Source: an optimization exercise on an open RTL-to-GDS flow (aim: small area). Production flows keep margins and buffers that such runs may drop. The RTL was checked by simulation tests, not by an equivalence proof against the original design. Power is estimated from default activity; no workload was simulated.

$ cat design.v
module char_ROM(
    input [6:0] addr,
    input [2:0] col,
    output reg [7:0] data
);
always @(*) begin
    case({addr, col})
        10'd267: data = 8'h5f;
        10'd274: data = 8'h03;
        10'd276: data = 8'h03;
        10'd280: data = 8'h64;
        10'd281: data = 8'h3c;
        10'd282: data = 8'h26;
        10'd283: data = 8'h64;
        10'd284: data = 8'h3c;
        10'd285: data = 8'h26;
        10'd286: data = 8'h24;
        10'd288: data = 8'h26;
        10'd289: data = 8'h49;
        10'd290: data = 8'h49;
        10'd291: data = 8'h7f;
        10'd292: data = 8'h49;
        10'd293: data = 8'h49;
        10'd294: data = 8'h32;
        10'd296: data = 8'h42;
        10'd297: data = 8'h25;
        10'd298: data = 8'h12;
        10'd299: data = 8'h08;
        10'd300: data = 8'h24;
        10'd301: data = 8'h52;
        10'd302: data = 8'h21;
        10'd304: data = 8'h20;
        10'd305: data = 8'h50;
        10'd306: data = 8'h4e;
        10'd307: data = 8'h55;
        10'd308: data = 8'h22;
        10'd309: data = 8'h58;
        10'd310: data = 8'h28;
        10'd315: data = 8'h03;
        10'd322: data = 8'h1c;
        10'd323: data = 8'h22;
        10'd324: data = 8'h41;
        10'd331: data = 8'h41;
        10'd332: data = 8'h22;
        10'd333: data = 8'h1c;
        10'd337: data = 8'h15;
        10'd338: data = 8'h15;
        10'd339: data = 8'h0e;
        10'd340: data = 8'h0e;
        10'd341: data = 8'h15;
        10'd342: data = 8'h15;
        10'd345: data = 8'h08;
        10'd346: data = 8'h08;
        10'd347: data = 8'h3e;
        10'd348: data = 8'h08;
        10'd349: data = 8'h08;
        10'd355: data = 8'h50;
        10'd356: data = 8'h30;
        10'd361: data = 8'h08;
        10'd362: data = 8'h08;
        10'd363: data = 8'h08;
        10'd364: data = 8'h08;
        10'd365: data = 8'h08;
        10'd371: data = 8'h40;
        10'd376: data = 8'h40;
        10'd377: data = 8'h20;
        10'd378: data = 8'h10;
        10'd379: data = 8'h08;
        10'd380: data = 8'h04;
        10'd381: data = 8'h02;
        10'd382: data = 8'h01;
        10'd385: data = 8'h3e;
        10'd386: data = 8'h41;
        10'd387: data = 8'h41;
        10'd388: data = 8'h41;
        10'd389: data = 8'h3e;
        10'd394: data = 8'h41;
        10'd395: data = 8'h7f;
        10'd396: data = 8'h40;
        10'd401: data = 8'h42;
        10'd402: data = 8'h61;
        10'd403: data = 8'h51;
        10'd404: data = 8'h49;
        10'd405: data = 8'h6e;
        10'd409: data = 8'h22;
        10'd410: data = 8'h41;
        10'd411: data = 8'h49;
        10'd412: data = 8'h49;
        10'd413: data = 8'h36;
        10'd417: data = 8'h18;
        10'd418: data = 8'h14;
        10'd419: data = 8'h12;
        10'd420: data = 8'h7f;
        10'd421: data = 8'h10;
        10'd425: data = 8'h27;
        10'd426: data = 8'h49;
        10'd427: data = 8'h49;
        10'd428: data = 8'h49;
        10'd429: data = 8'h71;
        10'd433: data = 8'h3c;
        10'd434: data = 8'h4a;
        10'd435: data = 8'h49;
        10'd436: data = 8'h48;
        10'd437: data = 8'h70;
        10'd441: data = 8'h43;
        10'd442: data = 8'h21;
        10'd443: data = 8'h11;
        10'd444: data = 8'h0d;
        10'd445: data = 8'h03;
        10'd449: data = 8'h36;
        10'd450: data = 8'h49;
        10'd451: data = 8'h49;
        10'd452: data = 8'h49;
        10'd453: data = 8'h36;
        10'd457: data = 8'h06;
        10'd458: data = 8'h09;
        10'd459: data = 8'h49;
        10'd460: data = 8'h29;
        10'd461: data = 8'h1e;
        10'd467: data = 8'h12;
        10'd475: data = 8'h52;
        10'd476: data = 8'h30;
        10'd482: data = 8'h08;
        10'd483: data = 8'h14;
        10'd484: data = 8'h14;
        10'd485: data = 8'h22;
        10'd489: data = 8'h14;
        10'd490: data = 8'h14;
        10'd491: data = 8'h14;
        10'd492: data = 8'h14;
        10'd493: data = 8'h14;
        10'd494: data = 8'h14;
        10'd498: data = 8'h22;
        10'd499: data = 8'h14;
        10'd500: data = 8'h14;
        10'd501: data = 8'h08;
        10'd505: data = 8'h02;
        10'd506: data = 8'h01;
        10'd507: data = 8'h59;
        10'd508: data = 8'h05;
        10'd509: data = 8'h02;
        10'd512: data = 8'h3e;
        10'd513: data = 8'h41;
        10'd514: data = 8'h5d;
        10'd515: data = 8'h55;
        10'd516: data = 8'h4d;
        10'd517: data = 8'h51;
        10'd518: data = 8'h2e;
        10'd520: data = 8'h40;
        10'd521: data = 8'h7c;
        10'd522: data = 8'h4a;
        10'd523: data = 8'h09;
        10'd524: data = 8'h4a;
        10'd525: data = 8'h7c;
        10'd526: data = 8'h40;
        10'd528: data = 8'h41;
        10'd529: data = 8'h7f;
        10'd530: data = 8'h49;
        10'd531: data = 8'h49;
        10'd532: data = 8'h49;
        10'd533: data = 8'h49;
        10'd534: data = 8'h36;
        10'd536: data = 8'h1c;
        10'd537: data = 8'h22;
        10'd538: data = 8'h41;
        10'd539: data = 8'h41;
        10'd540: data = 8'h41;
        10'd541: data = 8'h41;
        10'd542: data = 8'h22;
        10'd544: data = 8'h41;
        10'd545: data = 8'h7f;
        10'd546: data = 8'h41;
        10'd547: data = 8'h41;
        10'd548: data = 8'h41;
        10'd549: data = 8'h22;
        10'd550: data = 8'h1c;
        10'd552: data = 8'h41;
        10'd553: data = 8'h7f;
        10'd554: data = 8'h49;
        10'd555: data = 8'h49;
        10'd556: data = 8'h5d;
        10'd557: data = 8'h41;
        10'd558: data = 8'h63;
        10'd560: data = 8'h41;
        10'd561: data = 8'h7f;
        10'd562: data = 8'h49;
        10'd563: data = 8'h09;
        10'd564: data = 8'h1d;
        10'd565: data = 8'h01;
        10'd566: data = 8'h03;
        10'd568: data = 8'h1c;
        10'd569: data = 8'h22;
        10'd570: data = 8'h41;
        10'd571: data = 8'h49;
        10'd572: data = 8'h49;
        10'd573: data = 8'h3a;
        10'd574: data = 8'h08;
        10'd576: data = 8'h41;
        10'd577: data = 8'h7f;
        10'd578: data = 8'h08;
        10'd579: data = 8'h08;
        10'd580: data = 8'h08;
        10'd581: data = 8'h7f;
        10'd582: data = 8'h41;
        10'd585: data = 8'h41;
        10'd586: data = 8'h41;
        10'd587: data = 8'h7f;
        10'd588: data = 8'h41;
        10'd589: data = 8'h41;
        10'd592: data = 8'h30;
        10'd593: data = 8'h40;
        10'd594: data = 8'h41;
        10'd595: data = 8'h41;
        10'd596: data = 8'h3f;
        10'd597: data = 8'h01;
        10'd598: data = 8'h01;
        10'd600: data = 8'h41;
        10'd601: data = 8'h7f;
        10'd602: data = 8'h08;
        10'd603: data = 8'h0c;
        10'd604: data = 8'h12;
        10'd605: data = 8'h61;
        10'd606: data = 8'h41;
        10'd608: data = 8'h41;
        10'd609: data = 8'h7f;
        10'd610: data = 8'h41;
        10'd611: data = 8'h40;
        10'd612: data = 8'h40;
        10'd613: data = 8'h40;
        10'd614: data = 8'h60;
        10'd616: data = 8'h41;
        10'd617: data = 8'h7f;
        10'd618: data = 8'h42;
        10'd619: data = 8'h0c;
        10'd620: data = 8'h42;
        10'd621: data = 8'h7f;
        10'd622: data = 8'h41;
        10'd624: data = 8'h41;
        10'd625: data = 8'h7f;
        10'd626: data = 8'h42;
        10'd627: data = 8'h0c;
        10'd628: data = 8'h11;
        10'd629: data = 8'h7f;
        10'd630: data = 8'h01;
        10'd632: data = 8'h1c;
        10'd633: data = 8'h22;
        10'd634: data = 8'h41;
        10'd635: data = 8'h41;
        10'd636: data = 8'h41;
        10'd637: data = 8'h22;
        10'd638: data = 8'h1c;
        10'd640: data = 8'h41;
        10'd641: data = 8'h7f;
        10'd642: data = 8'h49;
        10'd643: data = 8'h09;
        10'd644: data = 8'h09;
        10'd645: data = 8'h09;
        10'd646: data = 8'h06;
        10'd648: data = 8'h0c;
        10'd649: data = 8'h12;
        10'd650: data = 8'h21;
        10'd651: data = 8'h21;
        10'd652: data = 8'h61;
        10'd653: data = 8'h52;
        10'd654: data = 8'h4c;
        10'd656: data = 8'h41;
        10'd657: data = 8'h7f;
        10'd658: data = 8'h09;
        10'd659: data = 8'h09;
        10'd660: data = 8'h19;
        10'd661: data = 8'h69;
        10'd662: data = 8'h46;
        10'd664: data = 8'h66;
        10'd665: data = 8'h49;
        10'd666: data = 8'h49;
        10'd667: data = 8'h49;
        10'd668: data = 8'h49;
        10'd669: data = 8'h49;
        10'd670: data = 8'h33;
        10'd672: data = 8'h03;
        10'd673: data = 8'h01;
        10'd674: data = 8'h41;
        10'd675: data = 8'h7f;
        10'd676: data = 8'h41;
        10'd677: data = 8'h01;
        10'd678: data = 8'h03;
        10'd680: data = 8'h01;
        10'd681: data = 8'h3f;
        10'd682: data = 8'h41;
        10'd683: data = 8'h40;
        10'd684: data = 8'h41;
        10'd685: data = 8'h3f;
        10'd686: data = 8'h01;
        10'd688: data = 8'h01;
        10'd689: data = 8'h0f;
        10'd690: data = 8'h31;
        10'd691: data = 8'h40;
        10'd692: data = 8'h31;
        10'd693: data = 8'h0f;
        10'd694: data = 8'h01;
        10'd696: data = 8'h01;
        10'd697: data = 8'h1f;
        10'd698: data = 8'h61;
        10'd699: data = 8'h14;
        10'd700: data = 8'h61;
        10'd701: data = 8'h1f;
        10'd702: data = 8'h01;
        10'd704: data = 8'h41;
        10'd705: data = 8'h41;
        10'd706: data = 8'h36;
        10'd707: data = 8'h08;
        10'd708: data = 8'h36;
        10'd709: data = 8'h41;
        10'd710: data = 8'h41;
        10'd712: data = 8'h01;
        10'd713: data = 8'h03;
        10'd714: data = 8'h44;
        10'd715: data = 8'h78;
        10'd716: data = 8'h44;
        10'd717: data = 8'h03;
        10'd718: data = 8'h01;
        10'd720: data = 8'h43;
        10'd721: data = 8'h61;
        10'd722: data = 8'h51;
        10'd723: data = 8'h49;
        10'd724: data = 8'h45;
        10'd725: data = 8'h43;
        10'd726: data = 8'h61;
        10'd730: data = 8'h7f;
        10'd731: data = 8'h41;
        10'd732: data = 8'h41;
        10'd736: data = 8'h01;
        10'd737: data = 8'h02;
        10'd738: data = 8'h04;
        10'd739: data = 8'h08;
        10'd740: data = 8'h10;
        10'd741: data = 8'h20;
        10'd742: data = 8'h40;
        10'd746: data = 8'h41;
        10'd747: data = 8'h41;
        10'd748: data = 8'h7f;
        10'd753: data = 8'h04;
        10'd754: data = 8'h02;
        10'd755: data = 8'h01;
        10'd756: data = 8'h01;
        10'd757: data = 8'h02;
        10'd758: data = 8'h04;
        10'd761: data = 8'h40;
        10'd762: data = 8'h40;
        10'd763: data = 8'h40;
        10'd764: data = 8'h40;
        10'd765: data = 8'h40;
        10'd766: data = 8'h40;
        10'd769: data = 8'h01;
        10'd770: data = 8'h02;
        10'd777: data = 8'h34;
        10'd778: data = 8'h4a;
        10'd779: data = 8'h4a;
        10'd780: data = 8'h4a;
        10'd781: data = 8'h3c;
        10'd782: data = 8'h40;
        10'd785: data = 8'h41;
        10'd786: data = 8'h3f;
        10'd787: data = 8'h48;
        10'd788: data = 8'h48;
        10'd789: data = 8'h48;
        10'd790: data = 8'h30;
        10'd793: data = 8'h3c;
        10'd794: data = 8'h42;
        10'd795: data = 8'h42;
        10'd796: data = 8'h42;
        10'd797: data = 8'h24;
        10'd801: data = 8'h30;
        10'd802: data = 8'h48;
        10'd803: data = 8'h48;
        10'd804: data = 8'h49;
        10'd805: data = 8'h3f;
        10'd806: data = 8'h40;
        10'd809: data = 8'h3c;
        10'd810: data = 8'h4a;
        10'd811: data = 8'h4a;
        10'd812: data = 8'h4a;
        10'd813: data = 8'h2c;
        10'd818: data = 8'h48;
        10'd819: data = 8'h7e;
        10'd820: data = 8'h49;
        10'd821: data = 8'h09;
        10'd825: data = 8'h26;
        10'd826: data = 8'h49;
        10'd827: data = 8'h49;
        10'd828: data = 8'h49;
        10'd829: data = 8'h3f;
        10'd830: data = 8'h01;
        10'd832: data = 8'h41;
        10'd833: data = 8'h7f;
        10'd834: data = 8'h48;
        10'd835: data = 8'h04;
        10'd836: data = 8'h44;
        10'd837: data = 8'h78;
        10'd838: data = 8'h40;
        10'd842: data = 8'h44;
        10'd843: data = 8'h7d;
        10'd844: data = 8'h40;
        10'd850: data = 8'h40;
        10'd851: data = 8'h44;
        10'd852: data = 8'h3d;
        10'd856: data = 8'h41;
        10'd857: data = 8'h7f;
        10'd858: data = 8'h10;
        10'd859: data = 8'h18;
        10'd860: data = 8'h24;
        10'd861: data = 8'h42;
        10'd862: data = 8'h42;
        10'd865: data = 8'h40;
        10'd866: data = 8'h41;
        10'd867: data = 8'h7f;
        10'd868: data = 8'h40;
        10'd869: data = 8'h40;
        10'd872: data = 8'h42;
        10'd873: data = 8'h7e;
        10'd874: data = 8'h02;
        10'd875: data = 8'h7c;
        10'd876: data = 8'h02;
        10'd877: data = 8'h7e;
        10'd878: data = 8'h40;
        10'd880: data = 8'h42;
        10'd881: data = 8'h7e;
        10'd882: data = 8'h44;
        10'd883: data = 8'h02;
        10'd884: data = 8'h42;
        10'd885: data = 8'h7c;
        10'd886: data = 8'h40;
        10'd889: data = 8'h3c;
        10'd890: data = 8'h42;
        10'd891: data = 8'h42;
        10'd892: data = 8'h42;
        10'd893: data = 8'h3c;
        10'd897: data = 8'h41;
        10'd898: data = 8'h7f;
        10'd899: data = 8'h49;
        10'd900: data = 8'h09;
        10'd901: data = 8'h09;
        10'd902: data = 8'h06;
        10'd905: data = 8'h06;
        10'd906: data = 8'h09;
        10'd907: data = 8'h09;
        10'd908: data = 8'h49;
        10'd909: data = 8'h7f;
        10'd910: data = 8'h41;
        10'd913: data = 8'h42;
        10'd914: data = 8'h7e;
        10'd915: data = 8'h44;
        10'd916: data = 8'h02;
        10'd917: data = 8'h02;
        10'd918: data = 8'h04;
        10'd921: data = 8'h64;
        10'd922: data = 8'h4a;
        10'd923: data = 8'h4a;
        10'd924: data = 8'h4a;
        10'd925: data = 8'h36;
        10'd929: data = 8'h04;
        10'd930: data = 8'h3f;
        10'd931: data = 8'h44;
        10'd932: data = 8'h44;
        10'd933: data = 8'h20;
        10'd937: data = 8'h02;
        10'd938: data = 8'h3e;
        10'd939: data = 8'h40;
        10'd940: data = 8'h40;
        10'd941: data = 8'h22;
        10'd942: data = 8'h7e;
        10'd943: data = 8'h40;
        10'd944: data = 8'h02;
        10'd945: data = 8'h0e;
        10'd946: data = 8'h32;
        10'd947: data = 8'h40;
        10'd948: data = 8'h32;
        10'd949: data = 8'h0e;
        10'd950: data = 8'h02;
        10'd952: data = 8'h02;
        10'd953: data = 8'h1e;
        10'd954: data = 8'h62;
        10'd955: data = 8'h18;
        10'd956: data = 8'h62;
        10'd957: data = 8'h1e;
        10'd958: data = 8'h02;
        10'd960: data = 8'h42;
        10'd961: data = 8'h62;
        10'd962: data = 8'h14;
        10'd963: data = 8'h08;
        10'd964: data = 8'h14;
        10'd965: data = 8'h62;
        10'd966: data = 8'h42;
        10'd968: data = 8'h01;
        10'd969: data = 8'h43;
        10'd970: data = 8'h45;
        10'd971: data = 8'h38;
        10'd972: data = 8'h05;
        10'd973: data = 8'h03;
        10'd974: data = 8'h01;
        10'd977: data = 8'h46;
        10'd978: data = 8'h62;
        10'd979: data = 8'h52;
        10'd980: data = 8'h4a;
        10'd981: data = 8'h46;
        10'd982: data = 8'h62;
        10'd986: data = 8'h08;
        10'd987: data = 8'h36;
        10'd988: data = 8'h41;
        10'd995: data = 8'h7f;
        10'd1003: data = 8'h41;
        10'd1004: data = 8'h36;
        10'd1005: data = 8'h08;
        10'd1009: data = 8'h18;
        10'd1010: data = 8'h08;
        10'd1011: data = 8'h08;
        10'd1012: data = 8'h10;
        10'd1013: data = 8'h10;
        10'd1014: data = 8'h18;
        10'd1016: data = 8'haa;
        10'd1017: data = 8'h55;
        10'd1018: data = 8'haa;
        10'd1019: data = 8'h55;
        10'd1020: data = 8'haa;
        10'd1021: data = 8'h55;
        10'd1022: data = 8'haa;
        10'd1023: data = 8'h55;
        default: data = 8'h00;
    endcase
end
endmodule
module delay_generator(
    input clock,
    input clr,
    input inc,
    output reg [17:0] count
);
always @(posedge clock) begin
    if(clr) count <= 0;
    else if(inc) count <= count + 1;
end
endmodule
module spi_controller(
    input  clock, reset, load_data,
    input [7:0] din,
    output msg_done,
    output reg spi_data,
    output spi_clk
);
reg [2:0] counter;
reg [3:0] step;
reg [7:0] shift_reg;
reg sd_clk;
wire sd_fall = (counter == 4) & sd_clk;
wire ce = (step >= 2) & (step <= 9);
assign msg_done = (step == 10);
assign spi_clk = ce ? sd_clk : 1'b1;
always @(posedge clock) begin
    if(reset) counter <= 0;
    else if(counter != 4) counter <= counter + 1;
    else counter <= 0;
end
always @(posedge clock) begin
    if(reset) sd_clk <= 0;
    else if(counter == 4) sd_clk <= ~sd_clk;
end
always @(posedge clock) begin
    if(reset) step <= 0;
    else if(sd_fall) begin
        if(step == 0) step <= load_data ? 4'd1 : 4'd0;
        else if(step == 10) step <= 0;
        else step <= step + 1;
    end
end
always @(posedge clock) begin
    if(step == 0) begin
        if(!sd_fall) shift_reg <= din;
    end
    else if(sd_fall) shift_reg <= {shift_reg[6:0], 1'b0};
end
always @(posedge clock) begin
    if(reset) spi_data <= 1'b1;
    else if(sd_fall & (step >= 1) & (step <= 8)) spi_data <= shift_reg[7];
end
endmodule
module oled_controller(
    input  clock, reset, d_valid,
    input [6:0] sdin,
    output wire oled_spi_clk, oled_spi_data,
    output reg oled_dc_n, txDone,
    output wire oled_vdd, oled_vbat, oled_reset_n
);
localparam  IDLE = 6'd0, D1 = 6'd1, INIT = 6'd2, D2 = 6'd3, RESET = 6'd4,
            D3 = 6'd5, CHRG_PUMP = 6'd6, CHRG_PUMP1 = 6'd8, PRE_CHRG = 6'd10,
            PRE_CHRG1 = 6'd12, VBAT_ON = 6'd14, D4 = 6'd15, CONTRAST = 6'd16,
            CONTRAST1 = 6'd18, SEG_REMAP = 6'd20, SCAN_DIR = 6'd22,
            COM_PIN = 6'd24, COM_PIN1 = 6'd26, DISPLAY_ON = 6'd28,
            PAGE_ADDR = 6'd30, PAGE_ADDR1 = 6'd32, PAGE_ADDR2 = 6'd34,
            COLUMN_ADDR = 6'd36, COLUMN_W = 6'd37, DONE = 6'd38,
            SEND_DATA = 6'd39, SEND_W = 6'd40, LAST_W = 6'd41;
reg [5:0] state;
reg [1:0] currPage;
reg spiLoadData;
reg [7:0] spiData;
wire [7:0] fontData;
wire [17:0] count;
wire spiDone;
wire delayState = (state == D1) | (state == D2) | (state == D3) | (state == D4);
wire delayDone = (count == 18'd200002);
wire loadState = (state == INIT) | (state == SEND_DATA) |
                 ((state >= CHRG_PUMP) & (state <= COLUMN_ADDR) & !state[0] & (state != VBAT_ON));
wire waitState = (state >= CHRG_PUMP) & (state <= COLUMN_W) & state[0] & (state != D4);
wire accept = (state == DONE) & d_valid & !txDone;
assign oled_vdd = (state == IDLE);
assign oled_vbat = (state <= VBAT_ON);
assign oled_reset_n = !((state == D2) | (state == RESET));
always @(*) begin
    case(state)
        INIT:        spiData = 8'hAE;
        CHRG_PUMP:   spiData = 8'h8D;
        CHRG_PUMP1:  spiData = 8'h14;
        PRE_CHRG:    spiData = 8'hD9;
        PRE_CHRG1:   spiData = 8'hF1;
        CONTRAST:    spiData = 8'h81;
        CONTRAST1:   spiData = 8'hFF;
        SEG_REMAP:   spiData = 8'hA0;
        SCAN_DIR:    spiData = 8'hC0;
        COM_PIN:     spiData = 8'hDA;
        COM_PIN1:    spiData = 8'h00;
        DISPLAY_ON:  spiData = 8'hAF;
        PAGE_ADDR:   spiData = 8'h22;
        PAGE_ADDR1:  spiData = {6'd0, currPage};
        PAGE_ADDR2:  spiData = {6'd0, currPage};
        COLUMN_ADDR: spiData = 8'h10;
        default:     spiData = fontData;
    endcase
end
always @(posedge clock) begin
    if(reset) begin
        state <= IDLE; oled_dc_n <= 1'b1; spiLoadData <= 1'b0;
        currPage <= 0; txDone <= 0;
    end
    else begin
        spiLoadData <= loadState & !spiDone;
        if((state == IDLE) | (state == PAGE_ADDR)) oled_dc_n <= 1'b0;
        if(state == SEND_DATA) oled_dc_n <= 1'b1;
        if(state == DONE) txDone <= 1'b0;
        if((state == SEND_DATA) & spiDone & (count[2:0] == 7)) txDone <= 1'b1;
        if((state == PAGE_ADDR1) & spiDone) currPage <= currPage + 1;
        case(state)
            DONE: begin
                if(accept) state <= count[7] ? PAGE_ADDR : SEND_DATA;
            end
            SEND_DATA: begin
                if(spiDone) state <= (count[2:0] == 7) ? LAST_W : SEND_W;
            end
            SEND_W: begin
                if(!spiDone) state <= SEND_DATA;
            end
            LAST_W: begin
                if(!spiDone) state <= DONE;
            end
            default: begin
                if((state == IDLE) | (state == RESET) | (state == VBAT_ON) |
                   (delayState & delayDone) | (loadState & spiDone) |
                   (waitState & !spiDone))
                    state <= state + 1;
            end
        endcase
    end
end
delay_generator DG(
    .clock(clock),
    .clr(reset | (delayState & delayDone) | (accept & count[7])),
    .inc(delayState | ((state == SEND_DATA) & spiDone)),
    .count(count)
);
spi_controller SC(
    .clock(clock), .reset(reset), .din(spiData),
    .load_data(spiLoadData), .msg_done(spiDone),
    .spi_clk(oled_spi_clk), .spi_data(oled_spi_data)
);
char_ROM CR(.addr(sdin), .col(count[2:0]), .data(fontData));
endmodule
$ cat run.sh
#!/bin/bash
# synth_recipe.tcl (not shown) runs the flow's synth.tcl, then flattens the netlist and writes it again
# the make line also repeats each setting of config.mk as NAME=value (left out here)
make -C /OpenROAD-flow-scripts/flow DESIGN_CONFIG=/design/flow/config.mk WORK_HOME=/design/flow/orfs CLKGATE_MAP_FILE= SYNTH_SCRIPT=/design/flow/synth_recipe.tcl finish
$ cat config.mk
export PLATFORM = sky130hd
export DESIGN_NAME = oled_controller
export DESIGN_NICKNAME = oled_controller
export VERILOG_FILES = /design/flow/design.v
export SDC_FILE = /design/flow/constraint.sdc
export NUM_CORES = 4
export LEC_CHECK = 0
export ABC_AREA = 1
export CAP_MARGIN = 20
export CORE_MARGIN = 2
export CORE_UTILIZATION = 40
export SLEW_MARGIN = 20
export SYNTH_MEMORY_MAX_BITS = 16384
$ cat constraint.sdc
create_clock -name core_clock -period 10.0 [get_ports {clock}]
set_input_delay 2.0000 -clock core_clock [delete_from_list [all_inputs] [get_ports {clock}]]
set_output_delay 2.0000 -clock core_clock [all_outputs]
set_load 0.01 [all_outputs]
==> results.json, run 1 <==
{
  "clkSinkCount": 46,
  "crit_path_start_kind": "primary input",
  "crit_type": "primary input to flop",
  "ys_seq_area_share_pct": 14.2,
  "setup_viol_count_final": 0,
  "coreArea_mm2": 0.0172,
  "worst_ep_required_time_ns": 10.06,
  "largest_reg_flops": 18,
  "clkPwrFrac_pct": 14.9,
  "drv_cap": 0,
  "wl_per_cell_um": 20.9,
  "antenna_cells": 0,
  "htree_levels": 2,
  "ctsHoldBuffers": 0,
  "final-seq-area_mm2": 0.00100,
  "cts_buffers": 5,
  "gr-total-overflow": 0,
  "seq_power_share_pct": 21.7,
  "cts.path.max_buffers": 2,
  "crit_arrival_ns": 5.07,
  "track_usage_pct": 34.8,
  "die_x_um": 137,
  "combPwrFrac_pct": 63.4,
  "synth.most_common_cell": "nand2_1",
  "period_share_pct": 50.2,
  "grt_pass1_wl_um": 49500,
  "ys_seq_elements": 46,
  "worstMarginPinSlew_ns": 1.02,
  "fp-row-count": 48,
  "utilization_pct": 42.5,
  "relSlewSlack_pct": 32.1,
  "synth-warning-count": 4,
  "antenna_found_initial": 0,
  "status": "complete, no violations",
  "root_buffer": "clkbuf_16",
  "wl_um": 32300,
  "viasPerCell": 6.18,
  "vdd_ir_drop_max_uv": 87.8,
  "ys_top_cells_by_area": "nand2_1 (26%), nand3_1 (13%), dfxtp_1 (11%), nor2_1 (7.7%), a21oi_1 (6.0%)",
  "timing.fmax_mhz": 199,
  "hp-class": "flop to flop",
  "clk_latency_ns": 0.29,
  "vias": 9566,
  "grt_max_degree": 52,
  "mappedNetlistArea_mm2": 0.00703,
  "synth-edff-count": 8,
  "first_pass_iters": 9,
  "p_sw_uw": 622,
  "yosys_most_used_dff": "dfxtp_1",
  "grt_pass1_vias": 8674,
  "cts_tree": "done",
  "synthCells": 1356,
  "synth_top_area_cell": "nand2_1",
  "p_int_uw": 494,
  "routabilityCongestion": 1.13,
  "ys_types": 47,
  "start_util_pct": 40.8,
  "layout.nets": 1354,
  "power.leakage_uw": 0.00373,
  "clk_pin_slew_ns": 0.07,
  "cts_resized": 0,
  "endpoint_kind": "flop",
  "worst-path-max-fanout": 44,
  "area_growth_pct": 4.09,
  "die-area_mm2": 0.0187,
  "final.setup_skew_ns": 0.00659,
  "synthTopCellsByCount": "nand2_1 (492), nand3_1 (188), nor2_1 (144), inv_1 (103), a21oi_1 (84)",
  "drc_errors": 0,
  "io_buffer_count": 16,
  "synth_area_per_cell_um2": 5.18,
  "fin_setup_tns_ns": 0,
  "drv_slew": 0,
  "drive_above_1_share_pct": 5.22,
  "async_flop_share_pct": 0,
  "p_sw_share_pct": 55.7,
  "drt_iter0_markers": 1939,
  "fp.dieH_um": 137,
  "finalHoldViolCount": 0,
  "nFillCells": 1979,
  "rsz0062_at_grt": "false",
  "drtAntennaViolNets": 0,
  "dp_hpwl_um": 23700,
  "period_minus_slack_ns": 5.02,
  "multiInputGateArea_mm2": 0.00524,
  "ios": 17,
  "synth_nets": 1388,
  "power_density_mw_per_mm2": 152,
  "synth_top_cell_area_share_pct": 26.3,
  "cts_setup_buffers": 0
}
logic make-up after synthesis:
group / synth area share [%]
simple gates: 55.2
compound gates: 14.9
fa+ha+maj: 3.92
buf+inv: 11.2
xor+xnor: 0.498
flops: 14.2
placed cells by master, fill, tap and decap left out, types with 14 or more instances in the layout:
cell,instances
nand2_1,492
nand3_1,188
nor2_1,144
inv_1,103
a21oi_1,84
o21ai_0,67
dfxtp_1,38
ha_1,22
nor3_1,20
nand4_1,17
inv_2,16
clkdlybuf4s50_1,14
path summary, 6_finish.rpt:
check                                   start         endpoint  slack [ns]  cells past startpoint
worst max register to register    DG.count[0]  SC.shift_reg[4]        5.90                     17
worst min register to register  SC.counter[0]    SC.counter[0]        0.45                      1
worst min-delay path            SC.counter[0]    SC.counter[0]        0.45                      1
worst max-delay path                  sdin[0]  SC.shift_reg[2]        4.98                     13
stage by stage:
step                      hold WS, ns  area (um2)  setup WS [ns]  power (uW)  instances
after global routing            0.468        7320           4.82        1180       1547
after global placement          0.432        7180           4.74         920       1540
after CTS                       0.448        7320           5.12        1080       1547
after detailed placement        0.436        7180           4.81         908       1540
after floorplan                 0.417        7030           6.52         698       1356
final                           0.445        7320           4.98        1120       1547
worst max-delay path, stage by stage:
cell and delay [ns]:
clkdlybuf4s50_1 0.45, buf_4 0.45, inv_2 0.46, nand3_1 0.59, nand3_1 0.24, a21oi_1 0.20
o21ai_0 0.14, nor2_1 0.18, nor2_1 0.06, nor2_1 0.08, nand2_1 0.07, nand2_1 0.06
nand2_1 0.05
cell type report:
class | count | share of cell area (%)
Inverter | 121 | 6.21
Sequential cell | 46 | 13.7
Timing Repair Buffer | 23 | 2.77
Clock inverter | 1 | 0.0855
Multi-Input combinational cell | 1125 | 71.6
Tap cell | 225 | 3.85
Clock buffer | 6 | 1.76
layer usage:
| metal | routed length, um | global-route usage (%) | part of all wire [%] | vias up |
|---|---|---|---|---|
| met3 | 3980 | 6.44 | 12 | 180 |
| met4 | 2270 | 20.5 | 7.0 | 0 |
| li1 | - | - | - | 4359 |
| met2 | 13300 | 51.3 | 41 | 770 |
| met1 | 12800 | 47.1 | 40 | 4257 |
| met5 | 0 | 0 | 0 | - |
power groups by stage:
stage          combinational (uW)  clock [uW]  sequential (uW)
6_report                      707         166              242
5_1_grt                       761         176              247
4_1_cts                       665         170              242
3_5_place_dp                  661           0              246
3_3_place_gp                  675           0              245
2_1_floorplan                 465           0              233
==> run 2, diff against run 1 <==
--- a/design.v
+++ b/design.v
@@ -534,5 +534,5 @@
     input clr,
     input inc,
-    output reg [17:0] count
+    output reg [14:0] count
 );
 always @(posedge clock) begin
@@ -546,5 +546,7 @@
     output msg_done,
     output reg spi_data,
-    output spi_clk
+    output spi_clk,
+    output sd_fall,
+    output [3:0] phase
 );
 reg [2:0] counter;
@@ -552,5 +554,6 @@
 reg [7:0] shift_reg;
 reg sd_clk;
-wire sd_fall = (counter == 4) & sd_clk;
+assign sd_fall = (counter == 4) & sd_clk;
+assign phase = {sd_clk, counter};
 wire ce = (step >= 2) & (step <= 9);
 assign msg_done = (step == 10);
@@ -591,24 +594,29 @@
     output wire oled_vdd, oled_vbat, oled_reset_n
 );
-localparam  IDLE = 6'd0, D1 = 6'd1, INIT = 6'd2, D2 = 6'd3, RESET = 6'd4,
-            D3 = 6'd5, CHRG_PUMP = 6'd6, CHRG_PUMP1 = 6'd8, PRE_CHRG = 6'd10,
-            PRE_CHRG1 = 6'd12, VBAT_ON = 6'd14, D4 = 6'd15, CONTRAST = 6'd16,
-            CONTRAST1 = 6'd18, SEG_REMAP = 6'd20, SCAN_DIR = 6'd22,
-            COM_PIN = 6'd24, COM_PIN1 = 6'd26, DISPLAY_ON = 6'd28,
-            PAGE_ADDR = 6'd30, PAGE_ADDR1 = 6'd32, PAGE_ADDR2 = 6'd34,
-            COLUMN_ADDR = 6'd36, COLUMN_W = 6'd37, DONE = 6'd38,
-            SEND_DATA = 6'd39, SEND_W = 6'd40, LAST_W = 6'd41;
-reg [5:0] state;
+localparam  IDLE = 5'd0, D1 = 5'd1, INIT = 5'd2, D2 = 5'd3, RESET = 5'd4,
+            D3 = 5'd5, CHRG_PUMP = 5'd6, CHRG_PUMP1 = 5'd7, PRE_CHRG = 5'd8,
+            PRE_CHRG1 = 5'd9, VBAT_ON = 5'd10, D4 = 5'd11, CONTRAST = 5'd12,
+            CONTRAST1 = 5'd13, SEG_REMAP = 5'd14, SCAN_DIR = 5'd15,
+            COM_PIN = 5'd16, COM_PIN1 = 5'd17, DISPLAY_ON = 5'd18,
+            PAGE_ADDR = 5'd19, PAGE_ADDR1 = 5'd20, PAGE_ADDR2 = 5'd21,
+            COLUMN_ADDR = 5'd22, DONE = 5'd23, SEND_DATA = 5'd24;
+reg [4:0] state;
 reg [1:0] currPage;
-reg spiLoadData;
+reg spiLoadData, doneSeen;
 reg [7:0] spiData;
 wire [7:0] fontData;
-wire [17:0] count;
+wire [14:0] count;
+wire sdFall;
+wire [3:0] phase;
 wire spiDone;
 wire delayState = (state == D1) | (state == D2) | (state == D3) | (state == D4);
-wire delayDone = (count == 18'd200002);
-wire loadState = (state == INIT) | (state == SEND_DATA) |
-                 ((state >= CHRG_PUMP) & (state <= COLUMN_ADDR) & !state[0] & (state != VBAT_ON));
-wire waitState = (state >= CHRG_PUMP) & (state <= COLUMN_W) & state[0] & (state != D4);
+wire delayDone = (count == 15'd20000) &
+                 (((state == D1) | (state == D2)) ? (phase == 4'd3) :
+                  (state == D3) ? (phase == 4'd10) : (phase == 4'd4));
+wire cmdState = ((state >= CHRG_PUMP) & (state <= PRE_CHRG1)) |
+                ((state >= CONTRAST) & (state <= COLUMN_ADDR));
+wire loadState = cmdState | (state == INIT) | (state == SEND_DATA);
+wire byteSent = spiDone & !doneSeen;      
+wire spiIdle = doneSeen & !spiDone;       
 wire accept = (state == DONE) & d_valid & !txDone;
 assign oled_vdd = (state == IDLE);
@@ -636,4 +644,5 @@
     endcase
 end
+always @(posedge clock) doneSeen <= spiDone;
 always @(posedge clock) begin
     if(reset) begin
@@ -642,10 +651,10 @@
     end
     else begin
-        spiLoadData <= loadState & !spiDone;
+        spiLoadData <= loadState & !spiDone & !doneSeen;
         if((state == IDLE) | (state == PAGE_ADDR)) oled_dc_n <= 1'b0;
         if(state == SEND_DATA) oled_dc_n <= 1'b1;
         if(state == DONE) txDone <= 1'b0;
-        if((state == SEND_DATA) & spiDone & (count[2:0] == 7)) txDone <= 1'b1;
-        if((state == PAGE_ADDR1) & spiDone) currPage <= currPage + 1;
+        if((state == SEND_DATA) & byteSent & (count[2:0] == 7)) txDone <= 1'b1;
+        if((state == PAGE_ADDR1) & byteSent) currPage <= currPage + 1;
         case(state)
             DONE: begin
@@ -653,16 +662,10 @@
             end
             SEND_DATA: begin
-                if(spiDone) state <= (count[2:0] == 7) ? LAST_W : SEND_W;
-            end
-            SEND_W: begin
-                if(!spiDone) state <= SEND_DATA;
-            end
-            LAST_W: begin
-                if(!spiDone) state <= DONE;
+                if(spiIdle & txDone) state <= DONE;
             end
             default: begin
                 if((state == IDLE) | (state == RESET) | (state == VBAT_ON) |
-                   (delayState & delayDone) | (loadState & spiDone) |
-                   (waitState & !spiDone))
+                   (delayState & delayDone) | ((state == INIT) & spiDone) |
+                   (cmdState & spiIdle))
                     state <= state + 1;
             end
@@ -673,5 +676,5 @@
     .clock(clock),
     .clr(reset | (delayState & delayDone) | (accept & count[7])),
-    .inc(delayState | ((state == SEND_DATA) & spiDone)),
+    .inc((delayState & sdFall) | ((state == SEND_DATA) & byteSent)),
     .count(count)
 );
@@ -679,5 +682,6 @@
     .clock(clock), .reset(reset), .din(spiData),
     .load_data(spiLoadData), .msg_done(spiDone),
-    .spi_clk(oled_spi_clk), .spi_data(oled_spi_data)
+    .spi_clk(oled_spi_clk), .spi_data(oled_spi_data),
+    .sd_fall(sdFall), .phase(phase)
 );
 char_ROM CR(.addr(sdin), .col(count[2:0]), .data(fontData));
==> results.json, run 2 <==
{
  "synth-warning-count": 4,
  "ios": 17,
  "track_usage_pct": 35.1,
  "clkSinkCount": 43,
  "place_area_mm2": 0.00700,
  "ys_seq_elements": 43,
  "synth.most_common_cell": "nand2_1",
  "worst-path-max-fanout": 19,
  "hold_end": "SC.spi_data",
  "status": "complete, no violations",
  "power.leakage_uw": 0.00363,
  "die-area_mm2": 0.0181,
  "root_buffer": "clkbuf_16",
  "ys_top_cells_by_area": "nand2_1 (28%), nand3_1 (11%), dfxtp_1 (10%), nor2_1 (7.4%), a21oi_1 (6.1%)",
  "worstHoldStart": "SC.spi_data",
  "io_buffer_count": 16,
  "timing.fmax_mhz": 186,
  "synth_top_area_cell": "nand2_1",
  "crit_arrival_ns": 5.44,
  "cts_buffers": 5,
  "die_x_um": 135,
  "power_density_mw_per_mm2": 119,
  "layout.nets": 1319,
  "wl_um": 32100,
  "finalNonFillerCells": 1504,
  "ys_types": 47,
  "period_minus_slack_ns": 5.38,
  "synthTopCellsByCount": "nand2_1 (507), nand3_1 (148), nor2_1 (134), inv_1 (103), a21oi_1 (83)",
  "ff2ff_setup_slack_ns": 6.24,
  "relSlewSlack_pct": 37.9,
  "coreArea_mm2": 0.0166,
  "layout_setup_ws_ns": 4.62,
  "synthCells": 1312,
  "cts_setup_buffers": 0,
  "start_util_pct": 41.1,
  "synth_nets": 1348,
  "antenna_cells": 0,
  "viasPerCell": 6.13,
  "finalHoldViolCount": 0,
  "worst_ep_required_time_ns": 10.06,
  "grt_max_degree": 61,
  "final_cell_mix": "nand2_1 (507), nand3_1 (148), nor2_1 (134)",
  "fp-row-count": 47,
  "r2r-start": "DG.count[0]",
  "crit_type": "primary input to flop",
  "holdPathStages": 2,
  "endpoint_kind": "flop",
  "setup_viol_count_final": 0,
  "fin_setup_tns_ns": 0,
  "area_growth_pct": 4.89,
  "period_share_pct": 53.8,
  "crit_path_start_kind": "primary input",
  "nFillCells": 1911,
  "vias": 9227,
  "multiInputGateArea_mm2": 0.00512,
  "mostFrequentLayoutCell": "nand2_1",
  "synth-edff-count": 8,
  "final.setup_skew_ns": 0.00634,
  "vdd_ir_drop_max_uv": 97.9,
  "yosys_most_used_dff": "dfxtp_1",
  "ctsHoldBuffers": 0,
  "drc_errors": 0,
  "r2r_cells": 15,
  "cts.path.max_buffers": 2,
  "fp.dieH_um": 135,
  "first_pass_iters": 7,
  "cts_resized": 0,
  "antenna_found_initial": 0,
  "clk_latency_ns": 0.30,
  "drv_slew": 0,
  "largest_reg_flops": 15,
  "cts_tree": "done",
  "post-place-ws_ns": 4.50,
  "placed_cells": 1496,
  "clk_pin_slew_ns": 0.06,
  "drt_iter0_markers": 1575,
  "hp-class": "flop to flop",
  "grt_pass1_vias": 8276,
  "worstMarginPinSlew_ns": 0.931,
  "mappedNetlistArea_mm2": 0.00683,
  "synth_area_per_cell_um2": 5.21,
  "wl_per_cell_um": 21.3,
  "grt_pass1_wl_um": 48600,
  "routabilityCongestion": 1.08,
  "total_power_uw": 854,
  "drtAntennaViolNets": 0,
  "synth_top_cell_area_share_pct": 27.8,
  "htree_levels": 2,
  "drive_above_1_share_pct": 5.30,
  "r2r_end": "SC.shift_reg[4]",
  "async_flop_share_pct": 0,
  "gr-total-overflow": 0,
  "stdcell_area_mm2": 0.00717,
  "dp_hpwl_um": 23300,
  "final-seq-area_um2": 941,
  "ys_seq_area_share_pct": 13.8,
  "rsz0062_at_grt": "false",
  "drv_cap": 0
}
## run 2: changes by cell type after synthesis, moves of 4 or more
cell | previous run | this run
xor2_1 | 2 | 8
buf_1 | 3 | 7
nand2_1 | 492 | 507
clkbuf_1 | 20 | 14
buf_2 | 28 | 24
nand3_1 | 188 | 148
o31ai_1 | 1 | 5
nor2_1 | 144 | 134
nor3_1 | 20 | 13
o21ai_0 | 67 | 63
ha_1 | 22 | 26
## run 2: stage by stage
step	util, %	hold WS (ns)
3_3_place_gp	42.1	0.441
2_1_floorplan	-	0.438
5_1_grt	43.1	0.487
3_5_place_dp	42.1	0.448
4_1_cts	43.1	0.470
6_report	43.1	0.468
## run 2: where the power goes
part / internal (uW) / switching [uW]
Sequential: 215 / 24.1
Combinational: 135 / 292
Clock: 114 / 74.6
Total: 464 / 390
## run 2: final cells by class
cell class | instances | share of cell area (%)
well taps | 220 | 3.84
multi-input cells | 1089 | 71.4
flip-flops and latches | 43 | 13.1
clock buffers | 7 | 2.29
repair buffers | 24 | 2.93
inverters | 120 | 6.32
clock inverters | 1 | 0.0698
## run 2: kinds of logic (layout without fill, tap and decap cells)
group	count (synthesis)	after routing	share of synthesized area, %
AND/OR/NAND/NOR	863	863	53.5
AO/OA/AOI/OAI	189	189	15.3
XOR/XNOR	11	11	1.41
buffers and inverters	180	152	11.3
flip-flops	43	43	13.8
adder cells (fa/ha/maj)	26	26	4.76
## run 2: worst max-delay path, cell delays in order
cell and delay [ns]:
clkdlybuf4s50_1 0.91, clkinv_1 0.75, nor2_1 0.93, inv_1 0.24, a21oi_1 0.19, a21oi_1 0.09
a21oi_1 0.14, nand2_1 0.07, nand2_1 0.05, nand2_1 0.05
## run 2: layer usage
metal  wire length (um)  GRT usage, %  share of wire (%)
met2              13500          52.7                 42
met1              12000          45.1                 38
met4               2600          23.7                8.1
met3               3940          7.47                 12
met5                  0             0                  0
## run 2: how the worst max path moves through the flow
stage,depth (start not counted),from,slack [ns],end
after floorplan,14,sdin[0],6.47,SC.shift_reg[3]
after global placement,10,sdin[4],4.58,SC.shift_reg[5]
after detailed placement,10,sdin[4],4.50,SC.shift_reg[5]
after CTS,10,sdin[4],4.79,SC.shift_reg[5]
after global routing,10,sdin[4],4.40,SC.shift_reg[5]
final,10,sdin[4],4.62,SC.shift_reg[5]
==> run 3, diff against run 2 <==
==> flow/run.sh (new file) <==
#!/bin/bash
# Standard synthesis, then the combinational logic re-mapped for area (the
# flip-flops are kept as the standard synthesis made them), proven equal to
# the standard netlist, then the standard layout from that netlist.
set -euo pipefail
R=orfs/results/$FLOW_PLATFORM/oled_controller/base
YOSYS=$(command -v yosys || echo "$FLOW_HOME/../tools/install/yosys/bin/yosys")
bash standard.sh synth > synth.log 2>&1
cp "$R/1_2_yosys.v" std_netlist.v
export REMAP_LIB="$FLOW_HOME/platforms/$FLOW_PLATFORM/lib/sky130_fd_sc_hd__tt_025C_1v80.lib"
export REMAP_IN=std_netlist.v REMAP_OUT=remap_netlist.v REMAP_ABC=flow/remap.abc
if "$YOSYS" -c flow/remap.tcl > remap.log 2>&1 && "$YOSYS" -c flow/equiv.tcl > equiv.log 2>&1; then
  cp remap_netlist.v "$R/1_2_yosys.v"
  rm -f "$R/1_synth.odb" "$R/1_synth.sdc"
  echo "using the re-mapped netlist"
else
  echo "re-mapping failed; using the standard netlist"
fi
bash standard.sh > layout.log 2>&1
==> flow/equiv.tcl (new file) <==
# Prove the re-mapped netlist equal to the standard one: the flip-flops are
# the same instances, so the logic between them must compute the same.
yosys -import
set lib $::env(REMAP_LIB)
read_liberty -ignore_miss_func $lib
read_verilog $::env(REMAP_IN)
yosys rename $::env(FLOW_TOP) gold
read_verilog $::env(REMAP_OUT)
yosys rename $::env(FLOW_TOP) gate
foreach m [list sky130_fd_sc_hd__dfxtp_1 sky130_fd_sc_hd__edfxtp_1 sky130_fd_sc_hd__dfrtp_1 sky130_fd_sc_hd__dfstp_1 sky130_fd_sc_hd__dfxbp_1 sky130_fd_sc_hd__dfrbp_1 sky130_fd_sc_hd__dfbbp_1 sky130_fd_sc_hd__sdfxtp_1] {
  catch { setattr -mod -set keep_hierarchy 1 $m }
}
flatten gold gate
opt_clean
# internal nets get private names so that only ports and register outputs pair up
yosys rename -hide gate/w:*.* gate/w:_*_ gold/w:*.* gold/w:_*_
equiv_make gold gate equiv
hierarchy -top equiv
equiv_simple
equiv_status -assert
==> flow/remap.abc (new file) <==
strash
dch -f
map -a
mfs2 -a
strash
dch -f
map -a
mfs2 -a
strash
dch -f
map -a
==> flow/remap.tcl (new file) <==
# Re-map the combinational logic of the standard synthesis netlist for area.
# Flip-flops (and their instance names and cell types) are kept as they are.
yosys -import
set lib $::env(REMAP_LIB)
read_liberty -ignore_miss_func $lib
read_verilog $::env(REMAP_IN)
hierarchy -top $::env(FLOW_TOP)
foreach m [list sky130_fd_sc_hd__dfxtp_1 sky130_fd_sc_hd__edfxtp_1 sky130_fd_sc_hd__dfrtp_1 sky130_fd_sc_hd__dfstp_1 sky130_fd_sc_hd__dfxbp_1 sky130_fd_sc_hd__dfrbp_1 sky130_fd_sc_hd__dfbbp_1 sky130_fd_sc_hd__sdfxtp_1 sky130_fd_sc_hd__conb_1] {
  catch { setattr -mod -set keep_hierarchy 1 $m }
}
flatten
opt_clean -purge
abc -script $::env(REMAP_ABC) -liberty $lib -dont_use sky130_fd_sc_hd__lpflow_bleeder_1 -dont_use sky130_fd_sc_hd__lpflow_clkbufkapwr_1 -dont_use sky130_fd_sc_hd__lpflow_clkbufkapwr_16 -dont_use sky130_fd_sc_hd__lpflow_clkbufkapwr_2 -dont_use sky130_fd_sc_hd__lpflow_clkbufkapwr_4 -dont_use sky130_fd_sc_hd__lpflow_clkbufkapwr_8 -dont_use sky130_fd_sc_hd__lpflow_clkinvkapwr_1 -dont_use sky130_fd_sc_hd__lpflow_clkinvkapwr_16 -dont_use sky130_fd_sc_hd__lpflow_clkinvkapwr_2 -dont_use sky130_fd_sc_hd__lpflow_clkinvkapwr_4 -dont_use sky130_fd_sc_hd__lpflow_clkinvkapwr_8 -dont_use sky130_fd_sc_hd__lpflow_decapkapwr_12 -dont_use sky130_fd_sc_hd__lpflow_decapkapwr_3 -dont_use sky130_fd_sc_hd__lpflow_decapkapwr_4 -dont_use sky130_fd_sc_hd__lpflow_decapkapwr_6 -dont_use sky130_fd_sc_hd__lpflow_decapkapwr_8 -dont_use sky130_fd_sc_hd__lpflow_inputiso0n_1 -dont_use sky130_fd_sc_hd__lpflow_inputiso0p_1 -dont_use sky130_fd_sc_hd__lpflow_inputiso1n_1 -dont_use sky130_fd_sc_hd__lpflow_inputiso1p_1 -dont_use sky130_fd_sc_hd__lpflow_inputisolatch_1 -dont_use sky130_fd_sc_hd__lpflow_isobufsrc_1 -dont_use sky130_fd_sc_hd__lpflow_isobufsrc_16 -dont_use sky130_fd_sc_hd__lpflow_isobufsrc_2 -dont_use sky130_fd_sc_hd__lpflow_isobufsrc_4 -dont_use sky130_fd_sc_hd__lpflow_isobufsrc_8 -dont_use sky130_fd_sc_hd__lpflow_isobufsrckapwr_16 -dont_use sky130_fd_sc_hd__lpflow_lsbuf_lh_hl_isowell_tap_1 -dont_use sky130_fd_sc_hd__lpflow_lsbuf_lh_hl_isowell_tap_2 -dont_use sky130_fd_sc_hd__lpflow_lsbuf_lh_hl_isowell_tap_4 -dont_use sky130_fd_sc_hd__lpflow_lsbuf_lh_isowell_4 -dont_use sky130_fd_sc_hd__lpflow_lsbuf_lh_isowell_tap_1 -dont_use sky130_fd_sc_hd__lpflow_lsbuf_lh_isowell_tap_2 -dont_use sky130_fd_sc_hd__lpflow_lsbuf_lh_isowell_tap_4 -dont_use sky130_fd_sc_hd__probe_p_8 -dont_use sky130_fd_sc_hd__probec_p_8 
splitnets
opt_clean -purge
hilomap -singleton -hicell sky130_fd_sc_hd__conb_1 HI -locell sky130_fd_sc_hd__conb_1 LO
insbuf -buf sky130_fd_sc_hd__buf_4 A X
select $::env(FLOW_TOP)
tee -o $::env(REMAP_OUT).stat stat -liberty $lib
write_verilog -noattr -noexpr -nohex -nodec -selected $::env(REMAP_OUT)
==> standard.sh (new file) <==
#!/bin/bash
# synth_recipe.tcl (not shown) runs the flow's synth.tcl, then flattens the netlist and writes it again
# the make line also repeats each setting of config.mk as NAME=value (left out here)
make -C /OpenROAD-flow-scripts/flow DESIGN_CONFIG=/design/flow/config.mk WORK_HOME=/design/flow/orfs CLKGATE_MAP_FILE= SYNTH_SCRIPT=/design/flow/synth_recipe.tcl "${@:-finish}"
removed: run.sh
==> results.json, run 3 <==
{
  "timing.fmax_mhz": 168,
  "rsz0062_at_grt": "false",
  "antenna_found_initial": 1,
  "period_minus_slack_ns": 5.94,
  "clkSinkCount": 43,
  "cts_resized": 0,
  "drt_iter0_markers": 1562,
  "drv_slew": 0,
  "post-place-ws_ns": 4.14,
  "first_pass_iters": 10,
  "ios": 17,
  "crit_arrival_ns": 5.97,
  "period_share_pct": 59.4,
  "clk_latency_ns": 0.29,
  "gr-total-overflow": 0,
  "cpMaxStageDelayCell": "nor2_1",
  "cp_top_family": "compound AO/OA/AOI/OAI gates",
  "track_usage_pct": 43.5,
  "cts_setup_buffers": 0,
  "finalHoldViolCount": 0,
  "root_buffer": "clkbuf_16",
  "endpoint_kind": "flop",
  "wl_per_cell_um": 26.9,
  "hp-class": "flop to flop",
  "htree_levels": 2,
  "clk_pin_slew_ns": 0.06,
  "drive_above_1_share_pct": 3.36,
  "synth_nets": 949,
  "power_density_mw_per_mm2": 120,
  "finalNonFillerCells": 1156,
  "grt_pass1_vias": 7447,
  "area_growth_pct": 13.6,
  "fin_setup_tns_ns": 0,
  "drtAntennaViolNets": 0,
  "worst_ep_required_time_ns": 10.03,
  "vdd_ir_drop_max_uv": 90.5,
  "drv_cap": 0,
  "path_cells": "clkdlybuf4s50_1, buf_4, clkinv_1, buf_4, nor2_1, clkinv_1, o21ai_0, a21oi_1, o21ai_0, a31oi_1, a311oi_1, o2111ai_1, o41ai_1, o21ai_0",
  "drc_errors": 0,
  "placed_cells": 1147,
  "fp-row-count": 41,
  "grt_max_degree": 39,
  "coreArea_mm2": 0.0126,
  "dp_hpwl_um": 22700,
  "mostFrequentLayoutCell": "nor2_1",
  "synthCells": 939,
  "worst-path-max-fanout": 28,
  "viasPerCell": 7.05,
  "setup_viol_count_final": 0,
  "final_cell_mix": "nor2_1 (216), clkinv_1 (133), nand2_1 (122)",
  "synth-warning-count": 4,
  "final.setup_skew_ns": 0.00938,
  "max_stage_delay_ns": 0.58,
  "die_x_um": 118,
  "grt_pass1_wl_um": 45800,
  "die-area_mm2": 0.0139,
  "path_buf_inv": 5,
  "vias": 8147,
  "status": "complete, no violations",
  "crit_type": "primary input to flop",
  "routabilityCongestion": 1.16,
  "largest_reg_flops": 15,
  "whs_ns": 0.463,
  "cts_tree": "done",
  "cpMostUsedCell": "o21ai_0",
  "mappedNetlistArea_mm2": 0.00518,
  "layout.nets": 992,
  "start_util_pct": 41.0,
  "worstMarginPinSlew_ns": 1.18,
  "cts_buffers": 5,
  "fp.dieH_um": 118,
  "relSlewSlack_pct": 21.0,
  "ctsHoldBuffers": 0,
  "io_buffer_count": 16,
  "synth_area_per_cell_um2": 5.51,
  "crit_path_start_kind": "primary input",
  "layout_setup_ws_ns": 4.06,
  "power.leakage_uw": 0.00203,
  "cts.path.max_buffers": 2,
  "wl_um": 31100
}
## run 3: cell types whose count changed in the layout (fill, tap and decap cells not counted), sizes merged, moves of 8 or more
cell and change:
nand2 -399, clkinv +131, inv -118, nand3 -107, nor2 +71, o21ai +34, ha -26, nor3 +22
a31oi +21, a21oi +15, nand4 -15, o22ai +12, buf +10, o31ai +8
## run 3: power by group
group | leakage, uW | internal, uW | switching [uW]
sequential | 0.000374 | 207 | 17.2
clock | 0.0000869 | 124 | 66.1
combinational | 0.00157 | 90.9 | 202
total | 0.00203 | 422 | 285
## run 3: final timing paths
path          startpoint         endpoint  slack (ns)  depth (start not counted)
max              sdin[1]  SC.shift_reg[1]        4.06                         14
min          SC.spi_data      SC.spi_data        0.46                          2
max reg2reg  DG.count[2]  SC.shift_reg[0]        5.14                         13
min reg2reg  SC.spi_data      SC.spi_data        0.46                          2
## run 3: final cells by class
type | count | area [um2]
timing repair buffer | 36 | 310
sequential | 43 | 941
fill | 1447 | 6740
inverter | 133 | 499
clock buffer | 6 | 139
multi-input combinational | 763 | 3740
tap | 172 | 215
antenna | 1 | 2.50
clock inverter | 2 | 35.0
## run 3: stage by stage
| stage | power [uW] | instance area [um2] | utilization [%] |
|---|---|---|---|
| floorplan | 397 | 5180 | - |
| global placement | 503 | 5700 | 45.2 |
| detailed placement | 501 | 5700 | 45.2 |
| CTS | 692 | 5880 | 46.6 |
| global route | 736 | 5880 | 46.6 |
| finish | 708 | 5880 | 46.6 |
## run 3: worst register-to-register path, stage by stage, from the launching register on
cell      delay, ns
dfxtp_1        0.67
clkinv_1       0.59
nor2_1         0.62
clkinv_1       0.17
nor2_1         0.57
clkinv_1       0.31
nand2_1        0.18
a21oi_1        0.14
a21oi_1        0.28
o31ai_1        0.11
a221oi_1       0.47
o21ai_0        0.26
nand3_1        0.13
a311oi_1       0.09
## run 3: per-layer routing
layer / global-route usage, % / vias up / share of wire (%)
li1: - / 3432 / -
met1: 56.6 / 3624 / 37
met2: 57.6 / 840 / 36
met3: 23.4 / 249 / 19
met4: 20.5 / 2 / 7.7
met5: 2.21 / - / 0.11

[separate check: timing with driven ports]
The results above use ideal ports. As a check the final layouts listed here were re-extracted and re-timed, cells and wires unchanged. Step 1: set_driving_cell puts a clkbuf_16 on clock and a buf_2 on each other input, an assumption about the parent block. Step 2 adds t to the input delays and takes it off the output delays; t is the mean of the earliest and latest rising clock arrival at the registers after step 1. Input paths then give back, and output paths get back, about the clock's delay inside the block. a / b / c = ideal ports / drivers / drivers and shift; a / b = the first two.
| run | shift t [ns] | setup WS [ns] | slew at the worst register clock pin (ns) | cell pins on the clock port's net |
|---|---|---|---|---|
| run 1 | 0.332 | 4.985 / 5.003 / 4.671 | 0.07 / 0.07 | 1 |
| run 2 | 0.341 | 4.623 / 4.645 / 4.304 | 0.06 / 0.06 | 1 |
| run 3 | 0.321 | 4.056 / 4.070 / 3.749 | 0.06 / 0.06 | 1 |
After both steps setup and hold are still met in every run listed. For run 2, which loses most, drivers alone change the setup slack by +0.022 ns; drivers and shift together by -0.319 ns.
